From an optimization exercise on the open Yosys and OpenROAD flow, aimed at small area, a short achievable clock period and few clock cycles; shortcuts taken in it are not production practice.
Function was checked by simulation only, so behaviour that the tests miss may differ from the original.
Power and IR drop assume default switching activity.

[flow/design.v]
module tinyalu (
    input  wire  [7:0] A,
    input  wire  [7:0] B,
    input  wire        clk,
    input  wire  [2:0] op,
    input  wire        reset_n,
    input  wire        start,
    output wire        done,
    output wire [15:0] result
);
  reg [15:0] acc;
  reg        busy;     
  reg [2:0]  rem;      
  reg        done_r;
  wire idle = ~busy;
  wire two  = (rem[2] | rem[1]) & ~acc[1];
  wire [2:0] rem_next = rem - {1'b0, two, ~two};
  wire [7:0] x = idle ? B : acc[15:8];
  wire [7:0] y = A & {8{idle | acc[0]}};
  wire [7:0] p = x ^ y;
  wire [7:0] g = x & y;
  wire [7:0] g1 = {g[7] | (p[7] & g[6]), g[6], g[5] | (p[5] & g[4]), g[4],
                   g[3] | (p[3] & g[2]), g[2], g[1] | (p[1] & g[0]), g[0]};
  wire [7:0] p1 = {p[7] & p[6], p[6], p[5] & p[4], p[4],
                   p[3] & p[2], p[2], p[1] & p[0], p[0]};
  wire [7:0] g2 = {g1[7:6] | (p1[7:6] & {2{g1[5]}}), g1[5:4],
                   g1[3:2] | (p1[3:2] & {2{g1[1]}}), g1[1:0]};
  wire [7:0] p2 = {p1[7:6] & {2{p1[5]}}, p1[5:4],
                   p1[3:2] & {2{p1[1]}}, p1[1:0]};
  wire [7:0] g3 = {g2[7:4] | (p2[7:4] & {4{g2[3]}}), g2[3:0]};
  wire [8:0] c  = {g3, 1'b0};
  wire [8:0] s = {c[8], p ^ c[7:0]};
  wire sel_sh1 = busy & ~two;
  wire sel_sh2 = busy & two;
  wire sel_mul = idle & op[2];
  wire sel_add = idle & ~op[2] & ~op[1];
  wire sel_xor = idle & ~op[2] & op[1] & op[0];
  wire sel_and = idle & ~op[2] & op[1] & ~op[0];
  always @(posedge clk) begin
    acc <= ({16{sel_sh1}} & {s, acc[7:1]})
         | ({16{sel_sh2}} & {1'b0, s, acc[7:2]})
         | ({16{sel_mul}} & {1'b0, A & {8{B[0]}}, B[7:1]})
         | ({16{sel_add}} & {7'h00, s})
         | ({16{sel_xor}} & {8'h00, p})
         | ({16{sel_and}} & {8'h00, g});
  end
  always @(posedge clk) begin
    rem <= busy ? rem_next : 3'd7;
  end
  always @(posedge clk or negedge reset_n) begin
    if (!reset_n) begin
      busy   <= 1'b0;
      done_r <= 1'b0;
    end else if (busy) begin
      busy   <= (rem_next != 3'd0);
      done_r <= (rem_next == 3'd0);
    end else begin
      busy   <= start && op[2] && !done_r;
      done_r <= start && !op[2] && (op[1:0] != 2'b00) && !done_r;
    end
  end
  assign done   = done_r;
  assign result = acc;
endmodule
[flow/flow/run.sh]
#!/bin/bash
# Layout flow: the standard ORFS flow (standard.sh, which runs the
# standard synthesis script) with two changes:
#  - the ports get plain buf_1 buffers instead of the delay cells that
#    buffer_ports picks by default;
#  - the half/full adder cells are added to the platform's don't-use list,
#    so that ABC maps the adders as ordinary gates.
# ORFS's own logs go to orfs/logs/; make's output goes to run_standard.log.
set -euo pipefail
export BUFFER_PORTS_ARGS="-buffer_cell sky130_fd_sc_hd__buf_1"
PLATFORM_DONT_USE="sky130_fd_sc_hd__probe_p_8 sky130_fd_sc_hd__probec_p_8 sky130_fd_sc_hd__lpflow_bleeder_1 sky130_fd_sc_hd__lpflow_clkbufkapwr_1 sky130_fd_sc_hd__lpflow_clkbufkapwr_16 sky130_fd_sc_hd__lpflow_clkbufkapwr_2 sky130_fd_sc_hd__lpflow_clkbufkapwr_4 sky130_fd_sc_hd__lpflow_clkbufkapwr_8 sky130_fd_sc_hd__lpflow_clkinvkapwr_1 sky130_fd_sc_hd__lpflow_clkinvkapwr_16 sky130_fd_sc_hd__lpflow_clkinvkapwr_2 sky130_fd_sc_hd__lpflow_clkinvkapwr_4 sky130_fd_sc_hd__lpflow_clkinvkapwr_8 sky130_fd_sc_hd__lpflow_decapkapwr_12 sky130_fd_sc_hd__lpflow_decapkapwr_3 sky130_fd_sc_hd__lpflow_decapkapwr_4 sky130_fd_sc_hd__lpflow_decapkapwr_6 sky130_fd_sc_hd__lpflow_decapkapwr_8 sky130_fd_sc_hd__lpflow_inputiso0n_1 sky130_fd_sc_hd__lpflow_inputiso0p_1 sky130_fd_sc_hd__lpflow_inputiso1n_1 sky130_fd_sc_hd__lpflow_inputiso1p_1 sky130_fd_sc_hd__lpflow_inputisolatch_1 sky130_fd_sc_hd__lpflow_isobufsrc_1 sky130_fd_sc_hd__lpflow_isobufsrc_16 sky130_fd_sc_hd__lpflow_isobufsrc_2 sky130_fd_sc_hd__lpflow_isobufsrc_4 sky130_fd_sc_hd__lpflow_isobufsrc_8 sky130_fd_sc_hd__lpflow_isobufsrckapwr_16 sky130_fd_sc_hd__lpflow_lsbuf_lh_hl_isowell_tap_1 sky130_fd_sc_hd__lpflow_lsbuf_lh_hl_isowell_tap_2 sky130_fd_sc_hd__lpflow_lsbuf_lh_hl_isowell_tap_4 sky130_fd_sc_hd__lpflow_lsbuf_lh_isowell_4 sky130_fd_sc_hd__lpflow_lsbuf_lh_isowell_tap_1 sky130_fd_sc_hd__lpflow_lsbuf_lh_isowell_tap_2 sky130_fd_sc_hd__lpflow_lsbuf_lh_isowell_tap_4 "
ADDERS="sky130_fd_sc_hd__ha_1 sky130_fd_sc_hd__ha_2 sky130_fd_sc_hd__ha_4 sky130_fd_sc_hd__fa_1 sky130_fd_sc_hd__fa_2 sky130_fd_sc_hd__fa_4"
bash standard.sh "DONT_USE_CELLS=$PLATFORM_DONT_USE $ADDERS" finish > run_standard.log 2>&1
[flow/standard.sh]
#!/bin/bash
# synth_recipe.tcl (not shown) runs the flow's synth.tcl, then flattens the netlist and writes it again
# the make line also repeats each setting of config.mk as NAME=value (left out here)
make -C /OpenROAD-flow-scripts/flow DESIGN_CONFIG=/design/flow/config.mk WORK_HOME=/design/flow/orfs CLKGATE_MAP_FILE= SYNTH_SCRIPT=/design/flow/synth_recipe.tcl "${@:-finish}"
[flow/config.mk]
export PLATFORM = sky130hd
export DESIGN_NAME = tinyalu
export DESIGN_NICKNAME = tinyalu
export VERILOG_FILES = /design/flow/design.v
export SDC_FILE = /design/flow/constraint.sdc
export NUM_CORES = 4
export LEC_CHECK = 0
export ABC_AREA = 1
export CAP_MARGIN = 20
export CORE_AREA = 2 2 62 62
export CTS_BUF_LIST = sky130_fd_sc_hd__clkbuf_8
export DIE_AREA = 0 0 64 64
export PLACE_DENSITY = 0.65
export SETUP_SLACK_MARGIN = 2.7
export SLEW_MARGIN = 20
[flow/constraint.sdc]
create_clock -name core_clock -period 5.0 [get_ports {clk}]
set_input_delay 1.0000 -clock core_clock [delete_from_list [all_inputs] [get_ports {clk}]]
set_output_delay 1.0000 -clock core_clock [all_outputs]
set_load 0.01 [all_outputs]
==> results of run 1 <==
## critical path, cell delays in order (launching register included)
cell,delay (ps)
dfrtp_4,600
inv_2,270
nand2_1,110
nor2_1,590
nand2_1,120
o2111ai_1,130
a21oi_1,90
nand2_1,110
## per-stage QoR
stage | total power, uW | cell area, um^2 | setup slack (ps) | instances
final | 1240 | 1790 | 2920 | 343
after CTS | 1240 | 1790 | 2930 | 343
after global placement | 1120 | 1740 | 2650 | 339
after detailed placement | 1120 | 1740 | 2600 | 339
after floorplan | 948 | 1570 | 2960 | 260
after global routing | 1370 | 1790 | 2720 | 343
## layout make-up
cell class | count | area, um^2 | area share
sequential | 21 | 434 | 0.243
tap | 46 | 57.6 | 0.0322
inverter | 44 | 165 | 0.0924
clock inverter | 1 | 3.75 | 0.00210
timing repair buffer | 38 | 143 | 0.0798
clock buffer | 3 | 41.3 | 0.0231
multi-input combinational | 190 | 943 | 0.528
## registers in the layout, summed over array words and instances, names as in the netlist
name    cells
busy        1
done_r      1
acc        16
rem         3
## path summary, 6_finish.rpt
kind                       startpoint     end  slack, ps  cells after the start
max in group asynchronous     reset_n    busy       4360                      1
hold / removal                reset_n    busy        500                      1
setup reg to reg                 busy  acc[7]       2920                      7
hold reg to reg                rem[2]  rem[2]        510                      2
min in group core_clock        rem[2]  rem[2]        510                      2
setup / recovery                 busy  acc[7]       2920                      7
## cells in the final DEF (no fill, tap or decap), drive strengths merged
cell / n
nand2: 91
nor3: 2
a21oi: 9
a22oi: 1
o21ai: 12
xnor2: 2
o31ai: 1
clkbuf: 3
dfrtp: 2
dfxtp: 19
a21boi: 2
nand4: 3
a221oi: 5
nand3: 27
buf: 38
inv: 45
xor2: 4
o2111ai: 3
o211ai: 5
nor2: 22
nand3b: 1
## per-layer routing
metal / up-vias / share of wire / routed length [um]
met2: 53 / 0.47 / 1980
met5: - / 0 / 0
met1: 749 / 0.45 / 1930
li1: 911 / - / -
met3: 4 / 0.072 / 307
met4: 0 / 0.0073 / 31
## report_power, final
part	internal, uW	switching [uW]
clock network	54.8	58.4
registers	254	79.2
logic	266	525
total	575	663
## cells by family (layout without fill, tap and decap cells)
group	Yosys count	after routing	synth area share
and+or+nand+nor	146	146	0.396
buffers and inverters	49	86	0.129
AOI/OAI and AO/OA	38	38	0.169
DFF	21	21	0.273
xor gates and xnor gates	6	6	0.0334
## timing repair
item / 4_1_cts / 5_1_grt
resized for setup: 2 / 1
endpoints found under the setup margin: 15 / 5
hold buffers: 0 / 0
==> flow_metrics.env, run 1 <==
export IMPL_setup_viol=0
export IMPL_arrival_ps=2290
export IMPL_synth_top_area_cell="dfxtp_1"
export IMPL_num_antenna_cells=0
export IMPL_grt_pass1_wl_um=7050
export IMPL_max_freq_mhz=480
export IMPL_syn_cell_area_mm2=0.00157
export IMPL_fill_cells=368
export IMPL_vias_per_cell=5.01
export IMPL_syn_area_per_cell_um2=6.05
export IMPL_seq_area_frac_synth=0.273
export IMPL_rsz0062_at_grt="no"
export IMPL_fp_coreArea_mm2=0.00339
export IMPL_drtIter0Drc=102
export IMPL_worst_setup_path_type="flop to flop"
export IMPL_synth_edf_count=0
export IMPL_fp_dieH_um=64
export IMPL_fin_nets=320
export IMPL_maxSlewViolCount=0
export IMPL_outcome="no timing/DRC/antenna violations"
export IMPL_ys_top_cells_by_area="dfxtp_1 24%, nand2_1 20%, nand3_1 8.6%"
export IMPL_gr_usage_met2=0.362
export IMPL_ctsRootBufferMaster="clkbuf_8"
export IMPL_num_vias=1717
export IMPL_synthArstFlopShare=0.0952
export IMPL_cts_sinks=21
export IMPL_globalRoute_busiestLayer="met2"
export IMPL_synth_cell_type_count=30
export IMPL_synth_common_cells="84 x nand2_1, 35 x inv_1, 27 x nand3_1"
export IMPL_ys_flop_type="dfxtp_1"
export IMPL_hp_class="input pin to asynchronous set/reset pin"
export IMPL_synth_top_area_frac=0.242
export IMPL_die_area_mm2=0.00410
export IMPL_clock_skew_ps=6.03
export IMPL_tns_ps=0
export IMPL_portBuffers=38
export IMPL_grt_usage=0.219
export IMPL_die_w_um=64
export IMPL_pwr_density_cell_mw_per_mm2=692
export IMPL_postCtsSetupBuffers=0
export IMPL_dr_pass1_iters=4
export IMPL_whs_ps=503
export IMPL_end_kind="flop"
export IMPL_cts_buffer_depth=2
export IMPL_hpwl_um=3290
export IMPL_p_leak_uw=0.000859
export IMPL_final_util=0.528
export IMPL_grt_max_degree=24
export IMPL_tritoncts="done"
export IMPL_grt_overflow=0
export IMPL_ys_warn_count=1
export IMPL_drc=0
export IMPL_fin_crit_ps=2080
export IMPL_row_count=21
export IMPL_grtUsageMet1=0.295
export IMPL_ant_nets=0
export IMPL_crit_fanout=23
export IMPL_worst_ep_required_time_ps=5210
export IMPL_num_io_pins=39
export IMPL_antenna_found_initial=0
export IMPL_vdd_drop_max_mv=0.380
export IMPL_clkTransAtPathRegs_ps=80
export IMPL_drive_above_1_share=0.0943
export IMPL_gp_congestion=0.859
export IMPL_worstSkewPairLatency_ps=260
export IMPL_start_util=0.464
export IMPL_area_growth_pct=13.6
export IMPL_tightest_slew_ps=755
export IMPL_use_met3=0.0335
export IMPL_cap_violations=0
export IMPL_hold_viol_final=0
export IMPL_ys_ff_latch=21
export IMPL_synthMostInstantiatedCell="nand2_1"
export IMPL_cts_max_level=1
export IMPL_first_global_vias=1581
export IMPL_relSlewSlack=0.495
export IMPL_finalCritPeriodShare=0.416
export IMPL_syn_nets=282
export IMPL_startpoint_type="flop"
export IMPL_syn_inst=260
export IMPL_wl_per_cell_um=12.4
export IMPL_drt_wl_total_um=4240
export IMPL_numCtsBuffers=3
Testbench counts, summed over its fixed seeds: cycles 38,683.
==> run 2, diff against run 1 <==
--- a/flow/config.mk
+++ b/flow/config.mk
@@ -12,4 +12,5 @@
 export DIE_AREA = 0 0 64 64
 export PLACE_DENSITY = 0.65
-export SETUP_SLACK_MARGIN = 2.7
+export SETUP_SLACK_MARGIN = 2.9
 export SLEW_MARGIN = 20
+export TNS_END_PERCENT = 5
==> run 2 against run 1 <==
Routed wire length up 5.2%. Sequential share of layout area down 1.1 points. Fmax up 3.7%. Critical path depth up 5. Still clean on timing, DRC and antenna. Total power up 6.0%. Die area unchanged. Combinational power up 9.6%. Core utilization up 2.4 points. Non-clock buffer count up 1. First-iteration DRC count up 0.98%. Clock skew up 4.7 ps.
==> flow_metrics.env, run 2 <==
export IMPL_drive_above_1_share=0.154
export IMPL_die_w_um=64
export IMPL_syn_area_per_cell_um2=6.05
export IMPL_synth_top_family_by_area="simple AND/OR/NAND/NOR gates"
export IMPL_final_cell_mix="79 x nand2_1, 35 x inv_1, 35 x buf_1, 27 x nand3_1, 19 x dfxtp_1"
export IMPL_startpoint_type="input pin"
export IMPL_ant_nets=0
export IMPL_final_common_cell="nand2_1"
export IMPL_cts_sinks=21
export IMPL_ys_top_cells_by_area="dfxtp_1 24%, nand2_1 20%, nand3_1 8.6%"
export IMPL_final_util=0.552
export IMPL_ys_flop_type="dfxtp_1"
export IMPL_antenna_found_initial=0
export IMPL_dpl_cell_area_mm2=0.00174
export IMPL_worst_ep_required_time_ps=5160
export IMPL_fin_nets=321
export IMPL_largest_reg_flops=16
export IMPL_hpwl_um=3290
export IMPL_cap_violations=0
export IMPL_synth_top_area_cell="dfxtp_1"
export IMPL_maxSlewViolCount=0
export IMPL_max_freq_mhz=498
export IMPL_num_vias=1731
export IMPL_wl_per_cell_um=13.0
export IMPL_num_io_pins=39
export IMPL_top_register="acc"
export IMPL_tns_ps=0
export IMPL_num_antenna_cells=0
export IMPL_hp_class="input pin to asynchronous set/reset pin"
export IMPL_synthAdderAreaFrac=0
export IMPL_setup_viol=0
export IMPL_clkTransAtPathRegs_ps=90
export IMPL_fp_coreArea_mm2=0.00339
export IMPL_tightest_slew_ps=682
export IMPL_synthMostInstantiatedCell="nand2_1"
export IMPL_vdd_drop_max_mv=0.384
export IMPL_synth_compound_area_frac=0.169
export IMPL_ys_warn_count=1
export IMPL_numCtsBuffers=3
export IMPL_syn_cell_area_mm2=0.00157
export IMPL_row_count=21
export IMPL_hold_viol_final=0
export IMPL_first_global_vias=1581
export IMPL_synthArstFlopShare=0.0952
export IMPL_design_area_mm2=0.00187
export IMPL_grt_usage=0.219
export IMPL_vias_per_cell=5.03
export IMPL_grt_overflow=0
export IMPL_pwr_density_cell_mw_per_mm2=701
export IMPL_synth_common_cells="84 x nand2_1, 35 x inv_1, 27 x nand3_1"
export IMPL_drtIter0Drc=103
export IMPL_outcome="no timing/DRC/antenna violations"
export IMPL_arrival_ps=2160
export IMPL_gp_congestion=0.859
export IMPL_ys_ff_latch=21
export IMPL_start_util=0.464
export IMPL_die_area_mm2=0.00410
export IMPL_fin_crit_ps=2010
export IMPL_synthSimpleGateAreaFrac=0.396
export IMPL_synth_xor_area_frac=0.0334
export IMPL_clock_skew_ps=10.7
export IMPL_end_kind="flop"
export IMPL_syn_nets=282
export IMPL_area_growth_pct=18.8
export IMPL_tritoncts="done"
export IMPL_ctsRootBufferMaster="clkbuf_8"
export IMPL_grt_max_degree=24
export IMPL_syn_inst=260
export IMPL_synth_edf_count=0
export IMPL_rsz0062_at_grt="no"
export IMPL_fp_dieH_um=64
export IMPL_synth_top_area_frac=0.242
export IMPL_drc=0
export IMPL_seq_area_frac_synth=0.273
export IMPL_p_leak_uw=0.000888
export IMPL_grt_pass1_wl_um=7050
export IMPL_worstSkewPairLatency_ps=270
export IMPL_power_uw=1310
export IMPL_relSlewSlack=0.543
export IMPL_cts_max_level=1
export IMPL_worst_setup_path_type="input pin to flop"
export IMPL_portBuffers=38
export IMPL_synth_cell_type_count=30
export IMPL_cts_buffer_depth=2
export IMPL_crit_fanout=4
export IMPL_reg_top3="acc x16, rem x3"
export IMPL_dr_pass1_iters=4
export IMPL_synthMuxAreaShare=0
export IMPL_cts_hold_buf=0
export IMPL_drt_wl_total_um=4460
export IMPL_finalCritPeriodShare=0.402
==> run 2: cell count changes in the layout (fill, tap and decap cells not counted), sizes merged <==
cell	previous run	this run
buf	38	36
clkbuf	3	6
==> run 2: stage by stage <==
stage,hold slack (ps),setup WS [ps],instances
detailed placement,496,2600,339
floorplan,470,2960,260
CTS,499,2930,343
global route,505,2870,344
finish,506,2990,344
global placement,504,2650,339
==> run 2: where the power goes <==
part / switching, uW / total [uW] / internal, uW
registers: 75.6 / 330 / 254
clock network: 60.3 / 115 / 54.8
logic: 573 / 867 / 295
total: 708 / 1310 / 603
==> run 2: cell type report <==
| class | count | area, um^2 |
|---|---|---|
| clock buffer | 3 | 41.3 |
| inverter | 44 | 168 |
| timing repair buffer | 39 | 154 |
| fill | 364 | 1520 |
| tap | 46 | 57.6 |
| clock inverter | 1 | 3.75 |
| multi-input combinational | 190 | 1010 |
| sequential | 21 | 434 |
==> run 2: final timing paths <==
| kind | endpoint | slack (ps) | from | depth (start not counted) |
|---|---|---|---|---|
| min | busy | 510 | reset_n | 1 |
| min in group core_clock | rem[2] | 510 | rem[2] | 2 |
| max in group asynchronous | busy | 4350 | reset_n | 1 |
| max reg2reg | acc[14] | 3050 | busy | 12 |
| max | acc[14] | 2990 | A[1] | 12 |
| min reg2reg | rem[2] | 510 | rem[2] | 2 |
==> run 2: metal layers <==
layer | routed length [um] | vias up | GRT usage
met2 | 2100 | 47 | 0.362
met5 | 0 | - | 0
met3 | 275 | 2 | 0.0335
met4 | 24 | 0 | 0.0625
met1 | 2070 | 769 | 0.295
li1 | - | 913 | -
==> run 2: logic make-up after synthesis <==
family | Yosys count
AND/OR/NAND/NOR | 146
buffers and inverters | 49
AO/OA/AOI/OAI | 38
flip-flops | 21
XOR/XNOR | 6
==> run 2: critical path, cell delays in order <==
cell,delay [ps]
clkbuf_2,90
inv_1,40
a21oi_2,160
nor2_2,70
o21ai_2,220
nand2_2,110
nand2_4,90
nand2_1,70
nand2_1,80
nand2_2,70
nand3_1,70
nand3_1,80
==> run 2: what timing repair did <==
action                                  4_1_cts  5_1_grt
pin swaps                                     0        4
buffers inserted                              0        1
endpoints found under the setup margin       16       15
resized for setup                             2       25
==> run 3, diff against run 2 <==
--- a/flow/flow/run.sh
+++ b/flow/flow/run.sh
@@ -4,4 +4,5 @@
 #  - the ports get plain buf_1 buffers instead of the delay cells that
 #    buffer_ports picks by default;
+#  - clock tree synthesis without sink clustering or dummy loads;
 #  - the half/full adder cells are added to the platform's don't-use list,
 #    so that ABC maps the adders as ordinary gates.
@@ -9,4 +10,5 @@
 set -euo pipefail
 export BUFFER_PORTS_ARGS="-buffer_cell sky130_fd_sc_hd__buf_1"
+export CTS_ARGS="-buf_list sky130_fd_sc_hd__clkbuf_16 -dont_use_dummy_load -repair_clock_nets"
 PLATFORM_DONT_USE="sky130_fd_sc_hd__probe_p_8 sky130_fd_sc_hd__probec_p_8 sky130_fd_sc_hd__lpflow_bleeder_1 sky130_fd_sc_hd__lpflow_clkbufkapwr_1 sky130_fd_sc_hd__lpflow_clkbufkapwr_16 sky130_fd_sc_hd__lpflow_clkbufkapwr_2 sky130_fd_sc_hd__lpflow_clkbufkapwr_4 sky130_fd_sc_hd__lpflow_clkbufkapwr_8 sky130_fd_sc_hd__lpflow_clkinvkapwr_1 sky130_fd_sc_hd__lpflow_clkinvkapwr_16 sky130_fd_sc_hd__lpflow_clkinvkapwr_2 sky130_fd_sc_hd__lpflow_clkinvkapwr_4 sky130_fd_sc_hd__lpflow_clkinvkapwr_8 sky130_fd_sc_hd__lpflow_decapkapwr_12 sky130_fd_sc_hd__lpflow_decapkapwr_3 sky130_fd_sc_hd__lpflow_decapkapwr_4 sky130_fd_sc_hd__lpflow_decapkapwr_6 sky130_fd_sc_hd__lpflow_decapkapwr_8 sky130_fd_sc_hd__lpflow_inputiso0n_1 sky130_fd_sc_hd__lpflow_inputiso0p_1 sky130_fd_sc_hd__lpflow_inputiso1n_1 sky130_fd_sc_hd__lpflow_inputiso1p_1 sky130_fd_sc_hd__lpflow_inputisolatch_1 sky130_fd_sc_hd__lpflow_isobufsrc_1 sky130_fd_sc_hd__lpflow_isobufsrc_16 sky130_fd_sc_hd__lpflow_isobufsrc_2 sky130_fd_sc_hd__lpflow_isobufsrc_4 sky130_fd_sc_hd__lpflow_isobufsrc_8 sky130_fd_sc_hd__lpflow_isobufsrckapwr_16 sky130_fd_sc_hd__lpflow_lsbuf_lh_hl_isowell_tap_1 sky130_fd_sc_hd__lpflow_lsbuf_lh_hl_isowell_tap_2 sky130_fd_sc_hd__lpflow_lsbuf_lh_hl_isowell_tap_4 sky130_fd_sc_hd__lpflow_lsbuf_lh_isowell_4 sky130_fd_sc_hd__lpflow_lsbuf_lh_isowell_tap_1 sky130_fd_sc_hd__lpflow_lsbuf_lh_isowell_tap_2 sky130_fd_sc_hd__lpflow_lsbuf_lh_isowell_tap_4 "
 ADDERS="sky130_fd_sc_hd__ha_1 sky130_fd_sc_hd__ha_2 sky130_fd_sc_hd__ha_4 sky130_fd_sc_hd__fa_1 sky130_fd_sc_hd__fa_2 sky130_fd_sc_hd__fa_4"
--- a/flow/config.mk
+++ b/flow/config.mk
@@ -11,6 +11,5 @@
 export CTS_BUF_LIST = sky130_fd_sc_hd__clkbuf_8
 export DIE_AREA = 0 0 64 64
-export PLACE_DENSITY = 0.65
-export SETUP_SLACK_MARGIN = 2.9
+export PLACE_DENSITY = 0.8
+export SETUP_SLACK_MARGIN = 2.7
 export SLEW_MARGIN = 20
-export TNS_END_PERCENT = 5
==> run 3 against run 2 <==
Core utilization fell by 1.1 points. Clock skew fell by 4.2 ps. Routed wire length rose by 1.1%. Via count rose by 7.1%. Hold slack improved by 5.5 ps. First-iteration DRC count rose by 49%. Non-clock buffer count fell by 1. Global-route usage rose by 1.4 points. Flip-flop and latch count did not move. Still clean. Sequential share of layout area rose by 0.46 points.
==> flow_metrics.env, run 3 <==
export IMPL_outcome="no timing/DRC/antenna violations"
export IMPL_tns_ps=0
export IMPL_antenna_found_initial=0
export IMPL_die_area_mm2=0.00410
export IMPL_startpoint_type="input pin"
export IMPL_fp_dieH_um=64
export IMPL_num_vias=1854
export IMPL_max_freq_mhz=470
export IMPL_maxSlewViolCount=0
export IMPL_grt_overflow=0
export IMPL_synth_cell_type_count=30
export IMPL_rsz0062_at_grt="no"
export IMPL_reg2reg_to="acc[13]"
export IMPL_worstPathCellList="buf_1, inv_1, nand2_1, nand2_1, nand2_1, nand2_2, nor2_2, nand2_2, nand2_2, nand2_1, nand2_1, nand2_1, nand3_1, nand3_1"
export IMPL_worst_setup_path_type="input pin to flop"
export IMPL_postCtsSetupBuffers=0
export IMPL_row_count=21
export IMPL_drc=0
export IMPL_fin_crit_ps=2130
export IMPL_wl_per_cell_um=13.2
export IMPL_num_antenna_cells=0
export IMPL_max_stage_delay_ps=150
export IMPL_grt_max_degree=24
export IMPL_end_kind="flop"
export IMPL_crit_fanout=4
export IMPL_portBuffers=38
export IMPL_relSlewSlack=0.311
export IMPL_final_common_cell="nand2_1"
export IMPL_synth_common_cells="84 x nand2_1, 35 x inv_1, 27 x nand3_1"
export IMPL_p_leak_uw=0.000870
export IMPL_syn_area_per_cell_um2=6.05
export IMPL_setup_viol=0
export IMPL_vias_per_cell=5.42
export IMPL_clkTransAtPathRegs_ps=60
export IMPL_cts_buffer_depth=2
export IMPL_hpwl_um=3300
export IMPL_arrival_ps=2270
export IMPL_ant_nets=0
export IMPL_path_buf_inv=2
export IMPL_power_uw=1330
export IMPL_cp_slowest_cell="nor2_2"
export IMPL_fin_nets=320
export IMPL_fp_coreArea_mm2=0.00339
export IMPL_synthMostInstantiatedCell="nand2_1"
export IMPL_final_cell_mix="83 x nand2_1, 38 x buf_1, 35 x inv_1, 27 x nand3_1"
export IMPL_top_register="acc"
export IMPL_grt_pass1_wl_um=7550
export IMPL_ys_top_cells_by_area="dfxtp_1 24%, nand2_1 20%, nand3_1 8.6%"
export IMPL_tightest_slew_ps=1030
export IMPL_drt_wl_total_um=4510
export IMPL_die_w_um=64
export IMPL_synth_edf_count=0
export IMPL_pwr_density_cell_mw_per_mm2=724
export IMPL_reg2reg_from="busy"
export IMPL_hold_viol_final=0
export IMPL_hp_class="input pin to asynchronous set/reset pin"
export IMPL_path_common_cell="nand2_1"
export IMPL_gp_congestion=0.922
export IMPL_vdd_drop_max_mv=0.279
export IMPL_ys_flop_type="dfxtp_1"
export IMPL_worst_ep_required_time_ps=5140
export IMPL_numCtsBuffers=3
export IMPL_drtIter0Drc=153
export IMPL_cap_violations=0
export IMPL_num_io_pins=39
export IMPL_cts_sinks=21
export IMPL_clock_skew_ps=6.47
export IMPL_first_global_vias=1712
export IMPL_r2r_setup_slack_ps=2950
export IMPL_ys_warn_count=1
export IMPL_ys_ff_latch=21
export IMPL_worstSkewPairLatency_ps=260
export IMPL_cts_hold_buf=0
export IMPL_start_util=0.464
export IMPL_synth_top_area_frac=0.242
export IMPL_finalCritPeriodShare=0.426
export IMPL_synth_top_area_cell="dfxtp_1"
export IMPL_drive_above_1_share=0.101
export IMPL_ctsRootBufferMaster="clkbuf_16"
export IMPL_reg_top3="acc x16, rem x3"
export IMPL_dr_pass1_iters=7
export IMPL_syn_inst=260
export IMPL_syn_nets=282
export IMPL_largest_reg_flops=16
export IMPL_grt_usage=0.234
export IMPL_syn_cell_area_mm2=0.00157
export IMPL_tritoncts="done"
export IMPL_ff2ff_path_depth=10
export IMPL_synthArstFlopShare=0.0952
export IMPL_seq_area_frac_synth=0.273
export IMPL_area_growth_pct=16.5
export IMPL_cp_top_family="simple AND/OR/NAND/NOR gates"
export IMPL_cts_max_level=1
[run 3: cells by family after synthesis]
group	count (synthesis)	share of synthesized area
AOI/OAI and AO/OA	38	0.169
and+or+nand+nor	146	0.396
buffers and inverters	49	0.129
xor gates and xnor gates	6	0.0334
DFF	21	0.273
[run 3: area by class of cell]
cell class / count / area [um^2]
clock buffer: 3 / 75.1
fill: 343 / 1560
inverter: 44 / 168
multi-input combinational: 190 / 957
sequential: 21 / 434
tap: 46 / 57.6
timing repair buffer: 38 / 143
[run 3: worst max-delay path by stage]
stage               cells after the start       to  start
floorplan                              11  acc[11]   A[1]
global placement                       12   acc[5]   A[0]
global route                           14  acc[12]   B[3]
detailed placement                     12   acc[5]   A[0]
CTS                                    12  acc[12]   A[0]
finish                                 14  acc[12]   B[3]
[run 3: what timing repair did]
| item | 4_1_cts | 5_1_grt |
|---|---|---|
| pin swaps | 0 | 1 |
| gates cloned | 0 | 0 |
| endpoints found under the setup margin | 13 | 9 |
| gates resized for setup | 1 | 7 |
[run 3: metal layers]
| layer | vias up | part of all wire | track usage |
|---|---|---|---|
| met5 | - | 0 | 0 |
| met4 | 0 | 0.013 | 0.0842 |
| met3 | 11 | 0.090 | 0.0440 |
| met1 | 824 | 0.42 | 0.301 |
| met2 | 104 | 0.48 | 0.388 |
| li1 | 915 | - | - |
[run 3: power by group]
group | leakage, uW | internal (uW) | switching [uW] | total, uW
logic | 0.000651 | 271 | 550 | 821
clock network | 0.0000370 | 106 | 62.5 | 168
registers | 0.000182 | 254 | 85.2 | 340
total | 0.000870 | 631 | 698 | 1330
[run 3: metrics by stage]
step / worst slack [ps] / instances / area [um^2] / util / hold WS, ps
2_1_floorplan: 2960 / 260 / 1570 / - / 470
3_3_place_gp: 2670 / 339 / 1740 / 0.512 / 502
3_5_place_dp: 2590 / 339 / 1740 / 0.512 / 503
4_1_cts: 2860 / 342 / 1810 / 0.535 / 514
5_1_grt: 2680 / 342 / 1830 / 0.541 / 515
6_report: 2870 / 342 / 1830 / 0.541 / 511

## what the ideal ports hide
The flow's constraints put no driver on any port. The routed layouts listed below were extracted and timed again, unchanged, in two steps.
Step 1 assumes that a clkbuf_16 drives the clock port and a buf_2 every other input.
Step 2 moves the port delays by t, midway between the first and last clock arrival at a register: inputs arrive t later, outputs are due t later. That takes back most of the time a late clock gives input paths.
Slacks: no drivers / after step 1 / after step 2; pairs: no drivers / after step 1.
| run | t (ns) | slack for setup (ns) | cell pins on the clock port's net |
|---|---|---|---|
| run 1 | 0.287 | 2.918 / 2.918 / 2.650 | 1 |
| run 2 | 0.286 | 2.992 / 2.996 / 2.709 | 1 |
| run 3 | 0.282 | 2.871 / 2.879 / 2.596 | 1 |
After both steps every run listed still meets setup and hold. For run 2, which loses most, drivers alone change the setup slack by +0.004 ns; drivers and shift together by -0.283 ns.
